This design comes from an exercise in tuning for small area on the open sky130 flow, not from production work. Only simulation tests tie the RTL to the original design; equivalence was not proved. Power and IR drop assume default switching activity.

==> inputs of run a <==
==> flow/design.v <==
module mips_core
	(
		input			clk,
		input			rst,			 
		input			is_forward,		 
		output	[31:0]	inst_addr,
		input	[31:0]	inst_data,
		output	[17:0]	sram_addr,
		output			sram_we_n,
		output	[15:0]	sram_dq_out,
		input	[15:0]	sram_dq_in,
		output			wb_en,
		output	[4:0]	wb_dest,
		output	[31:0]	wb_data
	);
	integer kr, ks, kt, kw, kv;
	reg  [31:2] pc;                  
	reg  [5:0]  id_op;               
	reg  [4:0]  id_s1, id_s2;
	reg  [15:0] id_imm;
	reg  [3:0]  ex_cmd;              
	reg         ex_rd, ex_wr, ex_wb;
	reg  [1:0]  ex_br;
	reg         ex_isimm;
	reg  [4:0]  ex_s1, ex_s2;
	reg  [15:0] ex_imm;
	reg         mem_wb, mem_rd, mem_wr;    
	reg  [31:0] mem_alu;
	reg  [31:0] mem_st;              
	reg  [4:0]  mem_dest;
	reg  [2:0]  count;               
	reg         we_n_r;
	reg  [17:0] sram_addr_r;
	reg         wb_en_r;             
	reg  [4:0]  wb_dest_r;
	reg  [31:0] wb_val;
	reg  [32*32-1:32] rf;             
	reg  [31:1] rf_valid;
	reg  [3:0] c_cmd;
	reg        c_rd, c_wr, c_wb, c_imm, c_ss;
	reg  [1:0] c_br;
	always @(*) begin
		c_cmd = 4'b0000; c_rd = 1'b0; c_wr = 1'b0; c_wb = 1'b0;
		c_imm = 1'b0; c_br = 2'b00; c_ss = 1'b0;
		case (id_op)
			6'd1:  begin c_wb = 1'b1; end
			6'd3:  begin c_wb = 1'b1; c_cmd = 4'b0010; end
			6'd5:  begin c_wb = 1'b1; c_cmd = 4'b0100; end
			6'd6:  begin c_wb = 1'b1; c_cmd = 4'b0101; end
			6'd7:  begin c_wb = 1'b1; c_cmd = 4'b0110; end
			6'd8:  begin c_wb = 1'b1; c_cmd = 4'b0111; end
			6'd9:  begin c_wb = 1'b1; c_cmd = 4'b1000; end
			6'd10: begin c_wb = 1'b1; c_cmd = 4'b1000; end
			6'd11: begin c_wb = 1'b1; c_cmd = 4'b1001; end
			6'd12: begin c_wb = 1'b1; c_cmd = 4'b1010; end
			6'd32: begin c_wb = 1'b1; c_imm = 1'b1; c_ss = 1'b1; end
			6'd33: begin c_wb = 1'b1; c_imm = 1'b1; c_ss = 1'b1; c_cmd = 4'b0010; end
			6'd36: begin c_rd = 1'b1; c_wb = 1'b1; c_imm = 1'b1; c_ss = 1'b1; end
			6'd37: begin c_wr = 1'b1; c_imm = 1'b1; end
			6'd40: begin c_imm = 1'b1; c_br = 2'b01; c_ss = 1'b1; end
			6'd41: begin c_imm = 1'b1; c_br = 2'b10; end
			6'd42: begin c_imm = 1'b1; c_br = 2'b11; c_ss = 1'b1; end
			default: ;
		endcase
	end
	wire [4:0] ex_dest = ex_isimm ? ex_s2 : ex_imm[15:11];
	wire e1 = (ex_dest == id_s1);
	wire e2 = (ex_dest == id_s2);
	wire m1 = (mem_dest == id_s1);
	wire m2 = (mem_dest == id_s2);
	wire haz_nf = c_ss ? ((e1 && ex_wb) || (m1 && mem_wb))
	                   : (((e1 || e2) && ex_wb) || ((m1 || m2) && mem_wb));
	wire haz_f  = (e1 || (e2 && !c_ss)) && (ex_dest != 5'd0) && ex_rd;
	wire hazard = is_forward ? haz_f : haz_nf;
	reg  [31:0] rf_a, rf_b;
	always @(*) begin
		rf_a = 32'b0;
		rf_b = 32'b0;
		for (kr = 1; kr < 32; kr = kr + 1) begin
			rf_a = rf_a | (rf[kr*32 +: 32] & {32{(ex_s1 == kr) && rf_valid[kr]}});
			rf_b = rf_b | (rf[kr*32 +: 32] & {32{(ex_s2 == kr) && rf_valid[kr]}});
		end
	end
	wire mem_fw = mem_wb && (mem_dest != 5'd0);
	wire wb_fw  = wb_en_r && (wb_dest_r != 5'd0);
	wire mem_h1 = mem_fw && (mem_dest == ex_s1);
	wire mem_h2 = mem_fw && (mem_dest == ex_s2);
	wire wb_h1  = wb_fw && (wb_dest_r == ex_s1);
	wire wb_h2  = wb_fw && (wb_dest_r == ex_s2);
	wire [31:0] sext = {{16{ex_imm[7]}}, ex_imm};
	wire [31:0] in_a = mem_h1 ? mem_alu : wb_h1 ? wb_val : rf_a;
	wire [31:0] in_b = (!ex_wr && mem_h2) ? mem_alu :
	                   (!ex_wr && wb_h2)  ? wb_val  :
	                   ex_isimm ? sext : rf_b;
	wire [31:0] src2_val = wb_h2 ? wb_val : mem_h2 ? mem_alu : rf_b;
	wire        sub   = ex_cmd[1];
	wire [31:0] sum   = in_a + (in_b ^ {32{sub}}) + {31'b0, sub};
	reg  [31:0] logic_r;
	always @(*) begin
		case (ex_cmd[1:0])
			2'b00: logic_r = in_a & in_b;
			2'b01: logic_r = in_a | in_b;
			2'b10: logic_r = ~(in_a | in_b);
			default: logic_r = in_a ^ in_b;
		endcase
	end
	wire        sh_left = ~ex_cmd[1] & ~ex_cmd[0];
	wire        sh_fill = ex_cmd[0] & in_a[31];
	reg  [31:0] sh_in, sh_rev;
	always @(*) begin
		for (ks = 0; ks < 32; ks = ks + 1) sh_in[ks] = sh_left ? in_a[31-ks] : in_a[ks];
	end
	wire [63:0] sh_ext = {{32{sh_fill}}, sh_in} >> in_b[4:0];
	wire [31:0] sh_out = (|in_b[31:5]) ? {32{sh_fill}} : sh_ext[31:0];
	always @(*) begin
		for (kt = 0; kt < 32; kt = kt + 1) sh_rev[kt] = sh_left ? sh_out[31-kt] : sh_out[kt];
	end
	wire [31:0] alu_out = ex_cmd[3] ? sh_rev : ex_cmd[2] ? logic_r : sum;
	wire br_taken = ((ex_br == 2'b01) && (in_a == 32'b0)) ||
	                ((ex_br == 2'b10) && (in_a != src2_val)) ||
	                (ex_br == 2'b11);
	wire [31:2] br_addr = pc + {{14{ex_imm[7]}}, ex_imm} - 30'd2;
	wire ready  = !(mem_rd || mem_wr) || (count == 3'd5);
	wire freeze = !ready;
	wire [2:0] count_nx = count + 3'd1;
	always @(posedge clk) begin
		if (rst) begin
			count <= 3'd0;
			we_n_r <= 1'b1;
			sram_addr_r <= 18'd0;
		end else if (mem_wr) begin
			count <= (count_nx == 3'd6) ? 3'd0 : count_nx;
			case (count_nx)
				3'd1: begin sram_addr_r <= {mem_alu[17:2], 2'd0}; we_n_r <= 1'b0; end
				3'd2: begin sram_addr_r <= {mem_alu[17:2], 2'd1}; we_n_r <= 1'b0; end
				3'd3: we_n_r <= 1'b1;
				default: ;
			endcase
		end else if (mem_rd) begin
			we_n_r <= 1'b1;
			count <= (count_nx == 3'd6) ? 3'd0 : count_nx;
			case (count_nx)
				3'd1: sram_addr_r <= {mem_alu[17:2], 2'd0};
				3'd2: sram_addr_r <= {mem_alu[17:2], 2'd1};
				default: ;
			endcase
		end
	end
	assign sram_addr   = sram_addr_r;
	assign sram_we_n   = we_n_r;
	assign sram_dq_out = count[1] ? mem_st[31:16] : mem_st[15:0];
	wire [31:2] pc_in = br_taken ? br_addr : pc;
	assign inst_addr = {pc_in, 2'b00};
	always @(posedge clk or posedge rst) begin
		if (rst)
			pc <= 30'd0;
		else if (freeze || hazard)
			pc <= pc_in;
		else
			pc <= pc_in + 30'd1;
	end
	always @(posedge clk or posedge rst) begin
		if (rst) begin
			id_op <= 6'd0;
			id_s1 <= 5'd0;
			id_s2 <= 5'd0;
		end else if (br_taken) begin
			id_op <= 6'd0;
			id_s1 <= 5'd0;
			id_s2 <= 5'd0;
		end else if (!hazard && !freeze) begin
			id_op <= inst_data[31:26];
			id_s1 <= inst_data[25:21];
			id_s2 <= inst_data[20:16];
		end
	end
	always @(posedge clk) begin
		if (!hazard && !freeze)
			id_imm <= inst_data[15:0];
	end
	always @(posedge clk or posedge rst) begin
		if (rst) begin
			ex_cmd <= 4'd0; ex_rd <= 1'b0; ex_wr <= 1'b0; ex_wb <= 1'b0; ex_br <= 2'd0;
		end else if (br_taken || (!freeze && hazard)) begin
			ex_cmd <= 4'd0; ex_rd <= 1'b0; ex_wr <= 1'b0; ex_wb <= 1'b0; ex_br <= 2'd0;
		end else if (!freeze) begin
			ex_cmd <= c_cmd; ex_rd <= c_rd; ex_wr <= c_wr; ex_wb <= c_wb; ex_br <= c_br;
		end
	end
	always @(posedge clk) begin
		if (!freeze) begin
			ex_isimm <= c_imm;
			ex_s1 <= id_s1;
			ex_s2 <= id_s2;
			ex_imm <= id_imm;
		end
	end
	always @(posedge clk or posedge rst) begin
		if (rst) begin
			mem_wb <= 1'b0; mem_rd <= 1'b0; mem_wr <= 1'b0;
		end else if (!freeze) begin
			mem_wb <= ex_wb; mem_rd <= ex_rd; mem_wr <= ex_wr;
		end
	end
	always @(posedge clk) begin
		if (!freeze) begin
			mem_alu <= alu_out;
			mem_dest <= ex_dest;
			mem_st <= src2_val;
		end else if (mem_rd && !mem_wr) begin
			if (count == 3'd1) mem_st[15:0]  <= sram_dq_in;
			if (count == 3'd2) mem_st[31:16] <= sram_dq_in;
		end
	end
	always @(posedge clk or posedge rst) begin
		if (rst)
			wb_en_r <= 1'b0;
		else if (ready)
			wb_en_r <= mem_wb;
	end
	always @(posedge clk) begin
		if (ready) begin
			wb_dest_r <= mem_dest;
			wb_val <= mem_rd ? mem_st : mem_alu;
		end
	end
	assign wb_en   = wb_en_r;
	assign wb_dest = wb_dest_r;
	assign wb_data = wb_val;
	always @(posedge clk) begin
		for (kw = 1; kw < 32; kw = kw + 1)
			if (wb_fw && (wb_dest_r == kw))
				rf[kw*32 +: 32] <= wb_val;
	end
	always @(posedge clk or posedge rst) begin
		if (rst)
			rf_valid <= 31'd0;
		else
			for (kv = 1; kv < 32; kv = kv + 1)
				if (wb_fw && (wb_dest_r == kv))
					rf_valid[kv] <= 1'b1;
	end
endmodule
==> flow/run.sh <==
#!/bin/bash
# synth_recipe.tcl (not shown) runs the flow's synth.tcl, then flattens the netlist and writes it again
# the make line also repeats each setting of config.mk as NAME=value (left out here)
make -C /OpenROAD-flow-scripts/flow DESIGN_CONFIG=/design/flow/config.mk WORK_HOME=/design/flow/orfs CLKGATE_MAP_FILE= SYNTH_SCRIPT=/design/flow/synth_recipe.tcl finish
==> flow/config.mk <==
export PLATFORM = sky130hd
export DESIGN_NAME = mips_core
export DESIGN_NICKNAME = mips_core
export VERILOG_FILES = /design/flow/design.v
export SDC_FILE = /design/flow/constraint.sdc
export NUM_CORES = 4
export LEC_CHECK = 0
export CAP_MARGIN = 20
export CORE_MARGIN = 2
export CORE_UTILIZATION = 40
export SLEW_MARGIN = 20
==> flow/constraint.sdc <==
create_clock -name core_clock -period 12.0 [get_ports {clk}]
set_input_delay 2.4000 -clock core_clock [delete_from_list [all_inputs] [get_ports {clk}]]
set_output_delay 2.4000 -clock core_clock [all_outputs]
set_load 0.01 [all_outputs]
==> run b: changes against run a <==
--- a/flow/design.v
+++ b/flow/design.v
@@ -74,9 +74,21 @@
 	wire hazard = is_forward ? haz_f : haz_nf;
+	reg  [31:1] sel_a, sel_b;
+	reg  [32*11-1:0] grp_a, grp_b;
 	reg  [31:0] rf_a, rf_b;
 	always @(*) begin
+		for (kr = 1; kr < 32; kr = kr + 1) begin
+			sel_a[kr] = (ex_s1 == kr) && rf_valid[kr];
+			sel_b[kr] = (ex_s2 == kr) && rf_valid[kr];
+		end
+		grp_a = {32*11{1'b0}};
+		grp_b = {32*11{1'b0}};
+		for (kr = 1; kr < 32; kr = kr + 1) begin
+			grp_a[(kr/3)*32 +: 32] = grp_a[(kr/3)*32 +: 32] | (rf[kr*32 +: 32] & {32{sel_a[kr]}});
+			grp_b[(kr/3)*32 +: 32] = grp_b[(kr/3)*32 +: 32] | (rf[kr*32 +: 32] & {32{sel_b[kr]}});
+		end
 		rf_a = 32'b0;
 		rf_b = 32'b0;
-		for (kr = 1; kr < 32; kr = kr + 1) begin
-			rf_a = rf_a | (rf[kr*32 +: 32] & {32{(ex_s1 == kr) && rf_valid[kr]}});
-			rf_b = rf_b | (rf[kr*32 +: 32] & {32{(ex_s2 == kr) && rf_valid[kr]}});
+		for (kr = 0; kr < 11; kr = kr + 1) begin
+			rf_a = rf_a | grp_a[kr*32 +: 32];
+			rf_b = rf_b | grp_b[kr*32 +: 32];
 		end
==> flow/flow/run.sh (new file) <==
#!/bin/bash
# Own layout flow: the standard ORFS flow, with only ABC's combinational
# mapping script replaced by an area-oriented one (flow/abc_area_map.script).
# Registers are mapped by Yosys before ABC runs, so they are the standard
# synthesis's registers.
set -euo pipefail
here="$PWD"
rm -rf "$here/scripts_abc"
cp -r "$FLOW_HOME/scripts" "$here/scripts_abc"
cp "$here/flow/abc_area_map.script" "$here/scripts_abc/abc_speed.script"
bash standard.sh SCRIPTS_DIR="$here/scripts_abc" synth > "$here/synth.log" 2>&1
bash standard.sh SCRIPTS_DIR="$here/scripts_abc" finish > "$here/layout.log" 2>&1
==> flow/flow/abc_area_map.script (new file) <==
&get -n
&st
&dch
&nf -R 1000
&put
buffer -c
topo
stime -c
upsize -c
dnsize -c
==> flow/standard.sh (new file) <==
#!/bin/bash
# synth_recipe.tcl (not shown) runs the flow's synth.tcl, then flattens the netlist and writes it again
# the make line also repeats each setting of config.mk as NAME=value (left out here)
make -C /OpenROAD-flow-scripts/flow DESIGN_CONFIG=/design/flow/config.mk WORK_HOME=/design/flow/orfs CLKGATE_MAP_FILE= SYNTH_SCRIPT=/design/flow/synth_recipe.tcl "${@:-finish}"
removed: flow/run.sh
==> run c: changes against run a <==
--- a/flow/design.v
+++ b/flow/design.v
@@ -15,3 +15,3 @@
 	);
-	integer kr, ks, kt, kw, kv;
+	integer kr, ks, kt, kw, kv, ka, la, kb, lb, kc;
 	reg  [31:2] pc;                  
@@ -46,3 +46,3 @@
 			6'd1:  begin c_wb = 1'b1; end
-			6'd3:  begin c_wb = 1'b1; c_cmd = 4'b0010; end
+			6'd3:  begin c_wb = 1'b1; c_cmd = 4'b0001; end
 			6'd5:  begin c_wb = 1'b1; c_cmd = 4'b0100; end
@@ -56,3 +56,3 @@
 			6'd32: begin c_wb = 1'b1; c_imm = 1'b1; c_ss = 1'b1; end
-			6'd33: begin c_wb = 1'b1; c_imm = 1'b1; c_ss = 1'b1; c_cmd = 4'b0010; end
+			6'd33: begin c_wb = 1'b1; c_imm = 1'b1; c_ss = 1'b1; c_cmd = 4'b0001; end
 			6'd36: begin c_rd = 1'b1; c_wb = 1'b1; c_imm = 1'b1; c_ss = 1'b1; end
@@ -74,11 +74,2 @@
 	wire hazard = is_forward ? haz_f : haz_nf;
-	reg  [31:0] rf_a, rf_b;
-	always @(*) begin
-		rf_a = 32'b0;
-		rf_b = 32'b0;
-		for (kr = 1; kr < 32; kr = kr + 1) begin
-			rf_a = rf_a | (rf[kr*32 +: 32] & {32{(ex_s1 == kr) && rf_valid[kr]}});
-			rf_b = rf_b | (rf[kr*32 +: 32] & {32{(ex_s2 == kr) && rf_valid[kr]}});
-		end
-	end
 	wire mem_fw = mem_wb && (mem_dest != 5'd0);
@@ -89,10 +80,56 @@
 	wire wb_h2  = wb_fw && (wb_dest_r == ex_s2);
+	wire older  = ex_wr || (ex_br == 2'b10);
+	reg  [32:0] sel_a, sel_b;
+	reg  [32*11-1:0] grp_a, grp_b;
+	reg  [31:0] in_a, fwd_b;
+	always @(*) begin
+		sel_a[0] = 1'b0;
+		sel_b[0] = 1'b0;
+		for (kr = 1; kr < 32; kr = kr + 1) begin
+			sel_a[kr] = (ex_s1 == kr) && rf_valid[kr] && !mem_h1 && !wb_h1;
+			sel_b[kr] = (ex_s2 == kr) && rf_valid[kr] && !mem_h2 && !wb_h2;
+		end
+		sel_a[32] = wb_h1 && !mem_h1;
+		sel_b[32] = wb_h2 && !(mem_h2 && !older);
+		grp_a = {32*11{1'b0}};
+		grp_b = {32*11{1'b0}};
+		for (kr = 1; kr < 32; kr = kr + 1) begin
+			grp_a[(kr/3)*32 +: 32] = grp_a[(kr/3)*32 +: 32] | (rf[kr*32 +: 32] & {32{sel_a[kr]}});
+			grp_b[(kr/3)*32 +: 32] = grp_b[(kr/3)*32 +: 32] | (rf[kr*32 +: 32] & {32{sel_b[kr]}});
+		end
+		grp_a[10*32 +: 32] = grp_a[10*32 +: 32] | (wb_val & {32{sel_a[32]}})
+		                                        | (mem_alu & {32{mem_h1}});
+		grp_b[10*32 +: 32] = grp_b[10*32 +: 32] | (wb_val & {32{sel_b[32]}})
+		                                        | (mem_alu & {32{mem_h2 && !(wb_h2 && older)}});
+		in_a  = 32'b0;
+		fwd_b = 32'b0;
+		for (kr = 0; kr < 11; kr = kr + 1) begin
+			in_a  = in_a  | grp_a[kr*32 +: 32];
+			fwd_b = fwd_b | grp_b[kr*32 +: 32];
+		end
+	end
 	wire [31:0] sext = {{16{ex_imm[7]}}, ex_imm};
-	wire [31:0] in_a = mem_h1 ? mem_alu : wb_h1 ? wb_val : rf_a;
-	wire [31:0] in_b = (!ex_wr && mem_h2) ? mem_alu :
-	                   (!ex_wr && wb_h2)  ? wb_val  :
-	                   ex_isimm ? sext : rf_b;
-	wire [31:0] src2_val = wb_h2 ? wb_val : mem_h2 ? mem_alu : rf_b;
-	wire        sub   = ex_cmd[1];
-	wire [31:0] sum   = in_a + (in_b ^ {32{sub}}) + {31'b0, sub};
+	wire [31:0] in_b = (ex_wr || (ex_isimm && !mem_h2 && !wb_h2)) ? sext : fwd_b;
+	wire [31:0] src2_val = fwd_b;
+	wire        sub   = ~ex_cmd[3] & ~ex_cmd[2] & ex_cmd[0];
+	wire [31:0] add_b = in_b ^ {32{sub}};
+	wire [31:0] bit_g = in_a & add_b;      
+	wire [31:0] bit_p = in_a ^ add_b;      
+	reg  [31:0] add_g, add_p, sum;
+	always @(*) begin
+		add_g = bit_g;
+		add_p = bit_p;
+		add_g[0] = add_g[0] | (add_p[0] & sub);
+		for (la = 1; la < 32; la = la * 2)
+			for (ka = 2*la - 1; ka < 32; ka = ka + 2*la) begin
+				add_g[ka] = add_g[ka] | (add_p[ka] & add_g[ka-la]);
+				add_p[ka] = add_p[ka] & add_p[ka-la];
+			end
+		for (la = 8; la >= 1; la = la / 2)
+			for (ka = 3*la - 1; ka < 32; ka = ka + 2*la) begin
+				add_g[ka] = add_g[ka] | (add_p[ka] & add_g[ka-la]);
+				add_p[ka] = add_p[ka] & add_p[ka-la];
+			end
+		sum = bit_p ^ {add_g[30:0], sub};
+	end
 	reg  [31:0] logic_r;
@@ -100,6 +137,6 @@
 		case (ex_cmd[1:0])
-			2'b00: logic_r = in_a & in_b;
-			2'b01: logic_r = in_a | in_b;
-			2'b10: logic_r = ~(in_a | in_b);
-			default: logic_r = in_a ^ in_b;
+			2'b00: logic_r = bit_g;
+			2'b01: logic_r = bit_g | bit_p;
+			2'b10: logic_r = ~(bit_g | bit_p);
+			default: logic_r = bit_p;
 		endcase
@@ -121,3 +158,30 @@
 	                (ex_br == 2'b11);
-	wire [31:2] br_addr = pc + {{14{ex_imm[7]}}, ex_imm} - 30'd2;
+	reg  [15:0] imm_m2;
+	reg         imm_bw;
+	always @(*) begin
+		imm_bw = 1'b1;
+		imm_m2[0] = ex_imm[0];
+		for (kc = 1; kc < 16; kc = kc + 1) begin
+			imm_m2[kc] = ex_imm[kc] ^ imm_bw;
+			imm_bw = imm_bw & !ex_imm[kc];
+		end
+	end
+	wire [29:0] br_off = {{14{ex_imm[7] | imm_bw}}, imm_m2};
+	reg  [29:0] bra_g, bra_p, bra_s;
+	always @(*) begin
+		bra_g = pc & br_off;
+		bra_p = pc ^ br_off;
+		for (lb = 1; lb < 30; lb = lb * 2)
+			for (kb = 2*lb - 1; kb < 30; kb = kb + 2*lb) begin
+				bra_g[kb] = bra_g[kb] | (bra_p[kb] & bra_g[kb-lb]);
+				bra_p[kb] = bra_p[kb] & bra_p[kb-lb];
+			end
+		for (lb = 8; lb >= 1; lb = lb / 2)
+			for (kb = 3*lb - 1; kb < 30; kb = kb + 2*lb) begin
+				bra_g[kb] = bra_g[kb] | (bra_p[kb] & bra_g[kb-lb]);
+				bra_p[kb] = bra_p[kb] & bra_p[kb-lb];
+			end
+		bra_s = (pc ^ br_off) ^ {bra_g[28:0], 1'b0};
+	end
+	wire [31:2] br_addr = bra_s;
 	wire ready  = !(mem_rd || mem_wr) || (count == 3'd5);
@@ -182,7 +246,7 @@
 		if (rst) begin
-			ex_cmd <= 4'd0; ex_rd <= 1'b0; ex_wr <= 1'b0; ex_wb <= 1'b0; ex_br <= 2'd0;
+			ex_rd <= 1'b0; ex_wr <= 1'b0; ex_wb <= 1'b0; ex_br <= 2'd0;
 		end else if (br_taken || (!freeze && hazard)) begin
-			ex_cmd <= 4'd0; ex_rd <= 1'b0; ex_wr <= 1'b0; ex_wb <= 1'b0; ex_br <= 2'd0;
+			ex_rd <= 1'b0; ex_wr <= 1'b0; ex_wb <= 1'b0; ex_br <= 2'd0;
 		end else if (!freeze) begin
-			ex_cmd <= c_cmd; ex_rd <= c_rd; ex_wr <= c_wr; ex_wb <= c_wb; ex_br <= c_br;
+			ex_rd <= c_rd; ex_wr <= c_wr; ex_wb <= c_wb; ex_br <= c_br;
 		end
@@ -191,2 +255,3 @@
 		if (!freeze) begin
+			ex_cmd <= c_cmd;    
 			ex_isimm <= c_imm;
==> flow/flow/run.sh (new file) <==
#!/bin/bash
# Own layout flow: the standard ORFS flow (standard.sh) with
#  * ABC's combinational mapping script replaced by an area-oriented one
#    (flow/abc_area_map.script); registers are mapped by Yosys before ABC
#    runs, so they are the standard synthesis's registers;
#  * clock tree: larger sink clusters and no dummy loads;
#  * port buffers: the smallest buffer (every port still gets one).
set -euo pipefail
here="$PWD"
rm -rf "$here/scripts_abc"
cp -r "$FLOW_HOME/scripts" "$here/scripts_abc"
cp "$here/flow/abc_area_map.script" "$here/scripts_abc/abc_speed.script"
export CTS_ARGS="-sink_clustering_enable -repair_clock_nets -dont_use_dummy_load -sink_clustering_size 25 -sink_clustering_max_diameter 100"
export BUFFER_PORTS_ARGS="-buffer_cell sky130_fd_sc_hd__buf_1"
bash standard.sh SCRIPTS_DIR="$here/scripts_abc" synth > "$here/synth.log" 2>&1
bash standard.sh SCRIPTS_DIR="$here/scripts_abc" finish > "$here/layout.log" 2>&1
==> flow/flow/abc_area_map.script (new file) <==
&get -n
&st
&dch
&nf -R 1000 -p
&put
buffer -c
topo
stime -c
upsize -c
dnsize -c
==> flow/standard.sh (new file) <==
#!/bin/bash
# synth_recipe.tcl (not shown) runs the flow's synth.tcl, then flattens the netlist and writes it again
# the make line also repeats each setting of config.mk as NAME=value (left out here)
make -C /OpenROAD-flow-scripts/flow DESIGN_CONFIG=/design/flow/config.mk WORK_HOME=/design/flow/orfs CLKGATE_MAP_FILE= SYNTH_SCRIPT=/design/flow/synth_recipe.tcl "${@:-finish}"
--- a/flow/config.mk
+++ b/flow/config.mk
@@ -9,3 +9,3 @@
 export CORE_MARGIN = 2
-export CORE_UTILIZATION = 40
+export CORE_UTILIZATION = 70
 export SLEW_MARGIN = 20
removed: flow/run.sh
==> summary.md <==
| Metric | Value |
|---|---|
| NonClk Buf Share | `4.48%` |
| Syn Area/Cell | `12.4 µm²` |
| Initial antenna violation count | `12` |
| Clk cell area share | `6.40%` |
| Status | `timing/DRC/antenna clean` |
| Vias in the first global route | `46.6k` |
| Die Span Y | `397 µm` |
| Critical-path maximum fanout | `53` |
| CP Cell Sequence | `nand2b_1 -> nor4b_2 -> buf_4 -> a222oi_1 -> and3_1 -> nand4_1 -> and4b_1 -> nand3_1 -> nand2_1 -> a31oi_1 -> xnor2_1 -> nor3_1 -> nand4_1 -> o21ai_4 -> buf_4 -> mux2i_1 -> inv_1 -> clkdlybuf4s50_1` |
-- figures above: run b

==> summary.md <==
| Metric | Value |
|---|---|
| Hold-fix buffer count after cts | `0` |
| Status | `timing/DRC/antenna clean` |
| NonClk Buf Share | `5.16%` |
| Initial antenna violation count | `41` |
| Post-synthesis register bit count | `1252` |
| Placed Instances | `8907` |
| Clk cell area share | `6.18%` |
| Hold Crit Class | `reg2reg` |
| Die Span Y | `423 µm` |
| CP Cell Sequence | `buf_4 -> and3b_1 -> and2_1 -> buf_4 -> a22oi_1 -> nand4_1 -> nor2_1 -> a31oi_2 -> nor3_1 -> nand4_1 -> nor4b_1 -> a31oi_1 -> a31oi_4 -> buf_4 -> buf_4 -> nor2_1 -> a21oi_1 -> inv_1 -> clkdlybuf4s50_1` |
| Syn Area/Cell | `10.5 µm²` |
| GR Util met1 | `56.9%` |
| Critical-path maximum fanout | `69` |
| Drt total wl | `416000 µm` |
| Routed Antenna Nets | `0` |
-- figures above: run a

==> summary.md <==
| Metric | Value |
|---|---|
| Die Span Y | `296 µm` |
| Status | `timing/DRC/antenna clean` |
| Hold depth | `0` |
| Slew Limit Fails | `0` |
| CP Cell Sequence | `nor2_1 -> nand2_1 -> o21ai_1 -> nor4_1 -> nand3_1 -> nand2b_4 -> and4bb_1 -> buf_4 -> a222oi_1 -> nand4_1 -> and4b_1 -> and3_1 -> nand4_1 -> xnor2_1 -> nor4_1 -> nand4_1 -> nor4_2 -> o2bb2ai_4 -> buf_4 -> nor2_1 -> a21oi_1 -> inv_1 -> buf_1` |
| PwrDens | `262 nW/µm²` |
| Initial antenna violation count | `11` |
| Clk cell area share | `2.25%` |
| Clk pwr share | `12.7%` |
| Net switching power | `7.26 mW` |
| CTS tree | `done` |
| Post-Route Utilization | `75.5%` |
| Critical-path maximum fanout | `49` |
| Syn Area/Cell | `13.3 µm²` |
-- figures above: run c

separate check: timing with driven ports:
The results above use ideal ports. As a check the final layouts listed here were re-extracted and re-timed, cells and wires unchanged.
Step 1 sets driving cells, clkbuf_16 on the clock port and buf_2 on the other inputs (assumed; they add their load-dependent delay and slew).
Step 2 also shifts input and output timing later by t, the mid clock arrival at the registers, as if the neighbouring blocks saw the same clock.
Three values: no drivers, after step 1, after step 2; two values: the first two.
run | shift t [ns] | slack for setup (ns) | worst hold slack (ns) | clock arrival spread, ns | worst data-port slew with drivers (ns)
run a | 0.918 | 0.796 / 0.711 / 1.629 | 0.412 / 0.412 / 0.412 | 0.062 / 0.062 | 0.07
run b | 0.857 | 1.558 / 1.472 / 2.329 | 0.414 / 0.414 / 0.414 | 0.060 / 0.060 | 0.08
run c | 0.720 | 1.271 / 1.199 / 1.650 | 0.427 / 0.427 / 0.427 | 0.097 / 0.097 | 0.06
After both steps every run listed still meets setup and hold.
